This design comes from an exercise in tuning for small area and a short achievable clock period on the open sky130 flow, not from production work. No functional check of the RTL was part of any run shown here. Power and IR drop assume default switching activity.

==> flow/design.v (outline; a module is shown in full before it is edited, if it fits) <==
// module Convolution: 1604 lines
// module fa: 4 lines
// module sel3: 3 lines
module Convolution(
    input clk,
    input rst_n,
    input in_valid,
    input weight_valid,
    input [7:0] In_IFM_1,
    input [7:0] In_IFM_2,
    input [7:0] In_IFM_3,
    input [7:0] In_IFM_4,
    input [7:0] In_IFM_5,
    input [7:0] In_IFM_6,
    input [7:0] In_IFM_7,
    input [7:0] In_IFM_8,
    input [7:0] In_IFM_9,
    input [7:0] In_Weight_1,
    input [7:0] In_Weight_2,
    input [7:0] In_Weight_3,
    input [7:0] In_Weight_4,
    input [7:0] In_Weight_5,
    input [7:0] In_Weight_6,
    input [7:0] In_Weight_7,
    input [7:0] In_Weight_8,
    input [7:0] In_Weight_9,
    output reg out_valid,
    output reg [20:0] Out_OFM
);
  // ...
==> flow/flow/run.sh <==
#!/bin/bash
# Standard ORFS layout, with plain buf_1 cells as the port buffers (the resizer
# may upsize them) instead of the delay-buffer cells buffer_ports picks itself,
# and clock tree synthesis without dummy loads.
set -euo pipefail
bash standard.sh finish \
  "BUFFER_PORTS_ARGS=-buffer_cell sky130_fd_sc_hd__buf_1" \
  "CTS_ARGS=-sink_clustering_enable -repair_clock_nets -sink_clustering_size 22 -sink_clustering_max_diameter 60 -dont_use_dummy_load" \
  > orfs_flow.log 2>&1
==> flow/standard.sh <==
#!/bin/bash
# synth_recipe.tcl (not shown) runs the flow's synth.tcl, then flattens the netlist and writes it again
# the make line also repeats each setting of config.mk as NAME=value (left out here)
make -C /OpenROAD-flow-scripts/flow DESIGN_CONFIG=/design/flow/config.mk WORK_HOME=/design/flow/orfs CLKGATE_MAP_FILE= SYNTH_SCRIPT=/design/flow/synth_recipe.tcl "${@:-finish}"
==> flow/config.mk <==
export PLATFORM = sky130hd
export DESIGN_NAME = Convolution
export DESIGN_NICKNAME = Convolution
export VERILOG_FILES = /design/flow/design.v
export SDC_FILE = /design/flow/constraint.sdc
export NUM_CORES = 4
export LEC_CHECK = 0
export ABC_CLOCK_PERIOD_IN_PS = 1500
export CAP_MARGIN = 20
export CORE_MARGIN = 2
export CORE_UTILIZATION = 50
export PLACE_DENSITY = 0.65
export SETUP_SLACK_MARGIN = 3.25
export SLEW_MARGIN = 60
export SYNTH_HIERARCHICAL = 1
export SYNTH_MINIMUM_KEEP_SIZE = 0
==> flow/constraint.sdc <==
create_clock -name core_clock -period 5.5 [get_ports {clk}]
set_input_delay 1.1000 -clock core_clock [delete_from_list [all_inputs] [get_ports {clk}]]
set_output_delay 1.1000 -clock core_clock [all_outputs]
set_load 0.01 [all_outputs]
==> flow_summary.json, run 1 <==
{
  "drcViolationCount": 0,
  "design.core.area_um2": 48750,
  "vias": 15797,
  "setup_viol": 0,
  "p_switching_mw": 4.837,
  "rrSetupSlack_ns": 3.32,
  "start_util_pct": 50.39,
  "p_per_area_nw_per_um2": 503.4,
  "hold_class": "reg -> reg",
  "outcome": "complete, no violations",
  "cp.arrival_ns": 2.52,
  "buffers": 249,
  "power_mw": 13.99,
  "clock_buffers": 41,
  "regMostFlops": "Out_OFM",
  "placementRows": 81,
  "synth_fa_ha_area_share_pct": 28.96,
  "endpoint_kind": "register",
  "synth.largest_area_cell": "dfxtp_1",
  "cts-root-buf": "clkbuf_16",
  "finalMaxSlewViolations": 0,
  "multi_input_area_um2": 11980,
  "synth_area_leaders": "dfxtp_1 (38%), fa_1 (27%), edfxtp_1 (13%)",
  "criticalPathCategory": "in -> reg",
  "ys_seq_area_share_pct": 51.79,
  "crit_fanout": 2,
  "n_fill_cell": 3912,
  "post_cts_resized": 3,
  "yosys.cell_types.count": 42,
  "synthMuxAreaShare_pct": 0,
  "htree_levels": 2,
  "wire_per_inst_um": 29.10,
  "path_cells": "buf_8 -> ha_4 -> fa_2 -> a21o_1 -> a21oi_2 -> nor2b_1 -> o31ai_1 -> a21oi_1",
  "vdd_drop_max_mv": 0.2544,
  "met2_length_um": 34910,
  "seq_cell_count": 580,
  "synth_seq_cells": 580,
  "dp.cells": 2474,
  "crit_path_start_kind": "primary input",
  "setup_slack_ns": 3.280,
  "nets": 2386
}
==> run 2, diff against run 1 <==
--- a/flow/design.v
+++ b/flow/design.v
@@ -29,19 +29,27 @@
 reg [7:0] xn3, wn3;
 reg [7:0] xn4, wn4;
 reg [7:0] xn5, wn5;
 reg [7:0] xn6, wn6;
 reg [7:0] xn7, wn7;
 reg [7:0] xn8, wn8;
 reg [7:0] xn9, wn9;
 reg [8:0] sn1;   
+wire [8:0] ssum1;
+kadd8 us1 (.a(In_Weight_1), .b(In_Weight_2), .s(ssum1));
 reg [8:0] sn2;   
+wire [8:0] ssum2;
+kadd8 us2 (.a(In_Weight_3), .b(In_Weight_4), .s(ssum2));
 reg [8:0] sn3;   
+wire [8:0] ssum3;
+kadd8 us3 (.a(In_Weight_5), .b(In_Weight_6), .s(ssum3));
 reg [8:0] sn4;   
+wire [8:0] ssum4;
+kadd8 us4 (.a(In_Weight_7), .b(In_Weight_8), .s(ssum4));
 always @(posedge clk) begin
     xn1 <= In_IFM_1;
     xn2 <= In_IFM_2;
     xn3 <= In_IFM_3;
     xn4 <= In_IFM_4;
     xn5 <= In_IFM_5;
     xn6 <= In_IFM_6;
     xn7 <= In_IFM_7;
@@ -52,20 +60,20 @@
         wn2 <= In_Weight_2;
         wn3 <= In_Weight_3;
         wn4 <= In_Weight_4;
         wn5 <= In_Weight_5;
         wn6 <= In_Weight_6;
         wn7 <= In_Weight_7;
         wn8 <= In_Weight_8;
         wn9 <= In_Weight_9;
-        sn1 <= {1'b0, In_Weight_1} + {1'b0, In_Weight_2};
-        sn2 <= {1'b0, In_Weight_3} + {1'b0, In_Weight_4};
-        sn3 <= {1'b0, In_Weight_5} + {1'b0, In_Weight_6};
-        sn4 <= {1'b0, In_Weight_7} + {1'b0, In_Weight_8};
+        sn1 <= ssum1;
+        sn2 <= ssum2;
+        sn3 <= ssum3;
+        sn4 <= ssum4;
     end
 end
 reg [4:0] vpipe;
 always @(posedge clk or negedge rst_n) begin
     if (!rst_n) begin
         vpipe <= 0;
         out_valid <= 1'b0;
     end else begin
@@ -1604,8 +1612,65 @@
 endmodule
 module fa(input a, input b, input c, output s, output co);
 assign s = a ^ b ^ c;
 assign co = (a & b) | (a & c) | (b & c);
 endmodule
 module sel3(input a1, input a2, input b1, input b2, input c1, input c2, output y);
 assign y = ~((a1 & a2) | (b1 & b2) | (c1 & c2));
 endmodule
+module kadd8(input [7:0] a, input [7:0] b, output [8:0] s);
+wire [7:0] g0, p0;
+wire [7:0] g1, p1;
+wire [7:0] g2, p2;
+wire [7:0] g3, p3;
+assign g0 = a & b;
+assign p0 = a ^ b;
+assign g1[0] = g0[0];
+assign p1[0] = p0[0];
+assign g1[1] = g0[1] | (p0[1] & g0[0]);
+assign p1[1] = p0[1] & p0[0];
+assign g1[2] = g0[2] | (p0[2] & g0[1]);
+assign p1[2] = p0[2] & p0[1];
+assign g1[3] = g0[3] | (p0[3] & g0[2]);
+assign p1[3] = p0[3] & p0[2];
+assign g1[4] = g0[4] | (p0[4] & g0[3]);
+assign p1[4] = p0[4] & p0[3];
+assign g1[5] = g0[5] | (p0[5] & g0[4]);
+assign p1[5] = p0[5] & p0[4];
+assign g1[6] = g0[6] | (p0[6] & g0[5]);
+assign p1[6] = p0[6] & p0[5];
+assign g1[7] = g0[7] | (p0[7] & g0[6]);
+assign p1[7] = p0[7] & p0[6];
+assign g2[0] = g1[0];
+assign p2[0] = p1[0];
+assign g2[1] = g1[1];
+assign p2[1] = p1[1];
+assign g2[2] = g1[2] | (p1[2] & g1[0]);
+assign p2[2] = p1[2] & p1[0];
+assign g2[3] = g1[3] | (p1[3] & g1[1]);
+assign p2[3] = p1[3] & p1[1];
+assign g2[4] = g1[4] | (p1[4] & g1[2]);
+assign p2[4] = p1[4] & p1[2];
+assign g2[5] = g1[5] | (p1[5] & g1[3]);
+assign p2[5] = p1[5] & p1[3];
+assign g2[6] = g1[6] | (p1[6] & g1[4]);
+assign p2[6] = p1[6] & p1[4];
+assign g2[7] = g1[7] | (p1[7] & g1[5]);
+assign p2[7] = p1[7] & p1[5];
+assign g3[0] = g2[0];
+assign p3[0] = p2[0];
+assign g3[1] = g2[1];
+assign p3[1] = p2[1];
+assign g3[2] = g2[2];
+assign p3[2] = p2[2];
+assign g3[3] = g2[3];
+assign p3[3] = p2[3];
+assign g3[4] = g2[4] | (p2[4] & g2[0]);
+assign p3[4] = p2[4] & p2[0];
+assign g3[5] = g2[5] | (p2[5] & g2[1]);
+assign p3[5] = p2[5] & p2[1];
+assign g3[6] = g2[6] | (p2[6] & g2[2]);
+assign p3[6] = p2[6] & p2[2];
+assign g3[7] = g2[7] | (p2[7] & g2[3]);
+assign p3[7] = p2[7] & p2[3];
+assign s = {g3[7], p0 ^ {g3[6:0], 1'b0}};
+endmodule
==> flow/flow/run.sh (replaced) <==
#!/bin/bash
# Standard ORFS layout, with plain buf_1 cells as the port buffers (the resizer
# may upsize them) instead of the delay-buffer cells buffer_ports picks itself,
# and clock tree synthesis without dummy loads, on clkbuf_8 cells in
# smaller sink clusters.
set -euo pipefail
bash standard.sh finish \
  "BUFFER_PORTS_ARGS=-buffer_cell sky130_fd_sc_hd__buf_1" \
  "CTS_ARGS=-sink_clustering_enable -repair_clock_nets -sink_clustering_size 16 -sink_clustering_max_diameter 50 -dont_use_dummy_load -buf_list sky130_fd_sc_hd__clkbuf_8" \
  > orfs_flow.log 2>&1
==> flow/config.mk (replaced) <==
export PLATFORM = sky130hd
export DESIGN_NAME = Convolution
export DESIGN_NICKNAME = Convolution
export VERILOG_FILES = /design/flow/design.v
export SDC_FILE = /design/flow/constraint.sdc
export NUM_CORES = 4
export LEC_CHECK = 0
export ABC_CLOCK_PERIOD_IN_PS = 1500
export CAP_MARGIN = 20
export CORE_MARGIN = 2
export CORE_UTILIZATION = 45
export PLACE_DENSITY = 0.6
export SETUP_SLACK_MARGIN = 3.35
export SLEW_MARGIN = 60
export SYNTH_HIERARCHICAL = 1
export SYNTH_MINIMUM_KEEP_SIZE = 0
==> run 2 against run 1 <==
Routed wire length grew 2.2%. Maximum frequency shrank 2.3%. Clock power is 15% lower. Global-route usage decreased by 2.8 points. First-iteration DRC count down 5.4%. Clock-buffer cell count increased by 17. Final cell count increased by 2.9%. Hold slack got worse by 0.069 ns. Die area is 12% higher. Sequential power is essentially flat. Register-to-register slack improved by 0.02 ns. Critical path type is now reg -> out. Highest routed layer unchanged.
==> flow_summary.json, run 2 <==
{
  "outcome": "complete, no violations",
  "cp_num_buf_inv": 1,
  "route.detailed.vias_per_inst": 6.064,
  "cts_setup_buffers": 0,
  "first_iter_violations": 3289,
  "dp.cells": 2534,
  "synth_area_leaders": "dfxtp_1 (38%), fa_1 (27%), edfxtp_1 (13%)",
  "placementRows": 86,
  "regMostFlops": "Out_OFM",
  "crit_slowest_cell": "dfrtp_1",
  "crit_path_start_kind": "register",
  "clk_pin_slew_ns": 0.09,
  "final.setup.tns_ns": 0,
  "drive_above_1_share_pct": 11.05,
  "crit_fanout": 1,
  "worst_slew_pin_slew_ns": 0.6462,
  "first_pass_iters": 15,
  "finalCritPeriodShare_pct": 41.32,
  "finalMaxSlewViolations": 0,
  "vias": 15808,
  "regArea_um2": 12730,
  "cts_hold_buffers": 0,
  "async_flop_share_pct": 1.034,
  "drcViolationCount": 0,
  "path_cells": "buf_1",
  "ys_top_cells_by_count": "dfxtp_1 (466), fa_1 (331), a222oi_1 (256)",
  "clk_latency_ns": 0.71,
  "dieArea_um2": 56950,
  "final-hold-violation-count": 0,
  "dp_hpwl_um": 59150,
  "critPathRequiredTime_ns": 4.40,
  "chipWidth_um": 238.7,
  "largest_register_ffs": 20,
  "n_fill_cell": 4639,
  "final_cell_mix": "dfxtp_1 (463), fa_1 (327), a222oi_1 (256)",
  "nets": 2420,
  "cts_buffer_depth": 3,
  "grt_max_degree": 60,
  "endpoint_kind": "output port",
  "vdd_drop_max_mv": 0.2105,
  "slew_headroom_pct": 56.92,
  "antenna_found_initial": 5,
  "synth.avg_cell_area_um2": 15.27,
  "yosys.cell_types.count": 44,
  "finalInstanceArea_um2": 27750,
  "design.core.area_um2": 54770,
  "syn_to_final_growth_pct": 11.99,
  "synth_seq_cells": 580,
  "wire_per_inst_um": 28.88,
  "cts_tree": "built",
  "grt-ovfl-total": 0,
  "criticalPathCategory": "reg -> out",
  "cts-root-buf": "clkbuf_8",
  "rrSetupSlack_ns": 3.34,
  "p_switching_mw": 4.792,
  "cp.arrival_ns": 1.17,
  "yosys.cell_count.top_type": "dfxtp_1",
  "p_per_area_nw_per_um2": 488.4,
  "io_buffer_count": 168,
  "grt_usage_pct": 26.82,
  "finalNonFillerCells": 2607,
  "comb_power_share_pct": 34.9,
  "netlist_instances": 1623,
  "max_stage_delay_ns": 0.37,
  "grt_pass1_vias": 16620,
  "cp_top_family": "flip-flops",
  "finalWirelength_um": 75300,
  "ys_seq_area_share_pct": 51.35,
  "clkPwrFrac_pct": 16.9,
  "max_freq_mhz": 440.0,
  "fin_crit_ns": 2.273,
  "start_util_pct": 45.24,
  "maxCapViolations": 0,
  "place_congestion": 0.9577,
  "pin_count": 170,
  "cts_sinks": 580,
  "yosys_most_used_dff": "dfxtp_1",
  "place_area_um2": 26690,
  "multi_input_area_um2": 12030,
  "grt_pass1_wl_um": 110300,
  "setup_viol": 0,
  "hold_class": "in -> async",
  "synth_fp_nets": 2141,
  "synth.largest_area_cell": "dfxtp_1",
  "p_leak_nw": 9.846,
  "synth_top_cell_area_share_pct": 37.65,
  "layout_commonest_cell": "dfxtp_1",
  "rsz0062_at_grt": "true",
  "dieHeight_um": 238.7,
  "finalClockSkew_ns": 0.08553,
  "antenna_left": 0,
  "synth_edf_count": 108,
  "htree_levels": 2,
  "internal_power_mw": 8.760,
  "switching_share_pct": 35.36,
  "numCtsBuffers": 58,
  "syn_area_um2": 24780,
  "ys.warnings.count": 7,
  "seqPwrFrac_pct": 48.2
}
[run 2: cell count changes after synthesis, sizes merged, moves of 8 or more]
cell   delta
nor2     -14
xnor2     +8
inv      +25
a21o      -9
[run 2: Yosys stat by module (local to each module, per instance)]
module | cell area (um^2) | flops+latches | copies in the design | cells inside
Convolution | 14360 | 580 | 1 | 877
kadd8 | 332.8 | 0 | 4 | 41
fa | 20.02 | 0 | 326 | 1
sel3 | 10.01 | 0 | 256 | 1
[run 2: stage by stage]
stage | hold slack [ns] | setup WS, ns | power [mW] | utilization (%)
after floorplan | 0.3096 | 3.126 | 9.218 | -
after global placement | 0.3126 | 2.855 | 11.24 | 48.01
after detailed placement | 0.3153 | 2.838 | 11.40 | 48.73
after CTS | 0.2008 | 3.164 | 13.68 | 50.24
after global routing | 0.2311 | 3.148 | 14.59 | 50.65
final | 0.2549 | 3.227 | 13.55 | 50.66
[run 2: timing repair]
action                     4_1_cts  5_1_grt
gates resized for setup         23        9
pin swaps                        0        1
setup endpoints to repair       23       23
[run 2: cells by family after synthesis]
logic type / after synthesis / synth area share [%]
other cells: 1 / 0.01513
buf+inv: 64 / 0.9847
fa+ha+maj: 370 / 28.71
flops: 580 / 51.35
xor+xnor: 39 / 1.379
compound gates: 315 / 12.12
simple gates: 254 / 5.439
[run 2: final timing paths]
check,start,end,depth (start not counted)
min,rst_n,out_valid$_DFF_PN0_,1
max reg2reg,xn4[1]$_DFF_P_,r0_6$_DFF_P_,4
max in group asynchronous,rst_n,vpipe[1]$_DFF_PN0_,1
min in group core_clock,r2_4$_DFF_P_,r3_4$_DFF_P_,0
max,out_valid$_DFF_PN0_,out_valid,1
min reg2reg,r2_4$_DFF_P_,r3_4$_DFF_P_,0
[run 2: worst register-to-register path: stages, from the launching register on]
cell	delay [ns]
dfxtp_1	0.43
and2_1	0.37
a222oi_1	0.18
clkdlybuf4s15_2	0.27
fa_1	0.73
[run 2: final cells by class]
cell class,instances,area share (%)
sequential,580,45.86
multi-input combinational,979,43.35
timing repair buffer,240,4.126
tap,704,3.174
clock buffer,58,2.877
inverter,43,0.5817
antenna,3,0.02706
[run 2: layer usage]
layer  global-route usage [%]  up-vias  share of wire (%)
met3                    5.242      175                8.6
met4                    10.34        2                4.6
met2                    42.90      982                 46
li1                         -     6671                  -
met1                    36.29     7978                 41
met5                        0        -              0.017
[run 2: power by group through the flow]
stage,Clock [mW],Sequential (mW),Combinational (mW)
after detailed placement,0,6.62,4.77
after global routing,2.51,6.65,5.42
final,2.29,6.53,4.73
after CTS,2.37,6.52,4.79
after floorplan,0,6.32,2.90
after global placement,0,6.59,4.65

-- re-timing with driven ports --
The results above use ideal ports. As a check the final layouts listed here were re-extracted and re-timed, cells and wires unchanged.
Step 1 sets driving cells, clkbuf_16 on the clock port and buf_2 on the other inputs (assumed; they add their load-dependent delay and slew).
Step 2, shift: input delay + t, output delay - t, t = (earliest + latest rising clock arrival at the registers) / 2. This alone moves slack from input paths to output paths.
Slacks: ideal ports / drivers / drivers and shift; pairs: ideal ports / drivers.
run	shift t [ns]	slack for setup (ns)	worst setup path at the end	worst slew at a driven data input, ns	cell pins on the clock port's net
run 1	0.631	3.280 / 3.299 / 2.668	input to register	0.05	1
run 2	0.718	3.227 / 3.171 / 2.806	input to register	0.05	1
After both steps setup and hold are still met in every run listed. The setup slack of run 1, which loses most, moves by +0.019 ns with the drivers and by -0.612 ns with both steps.
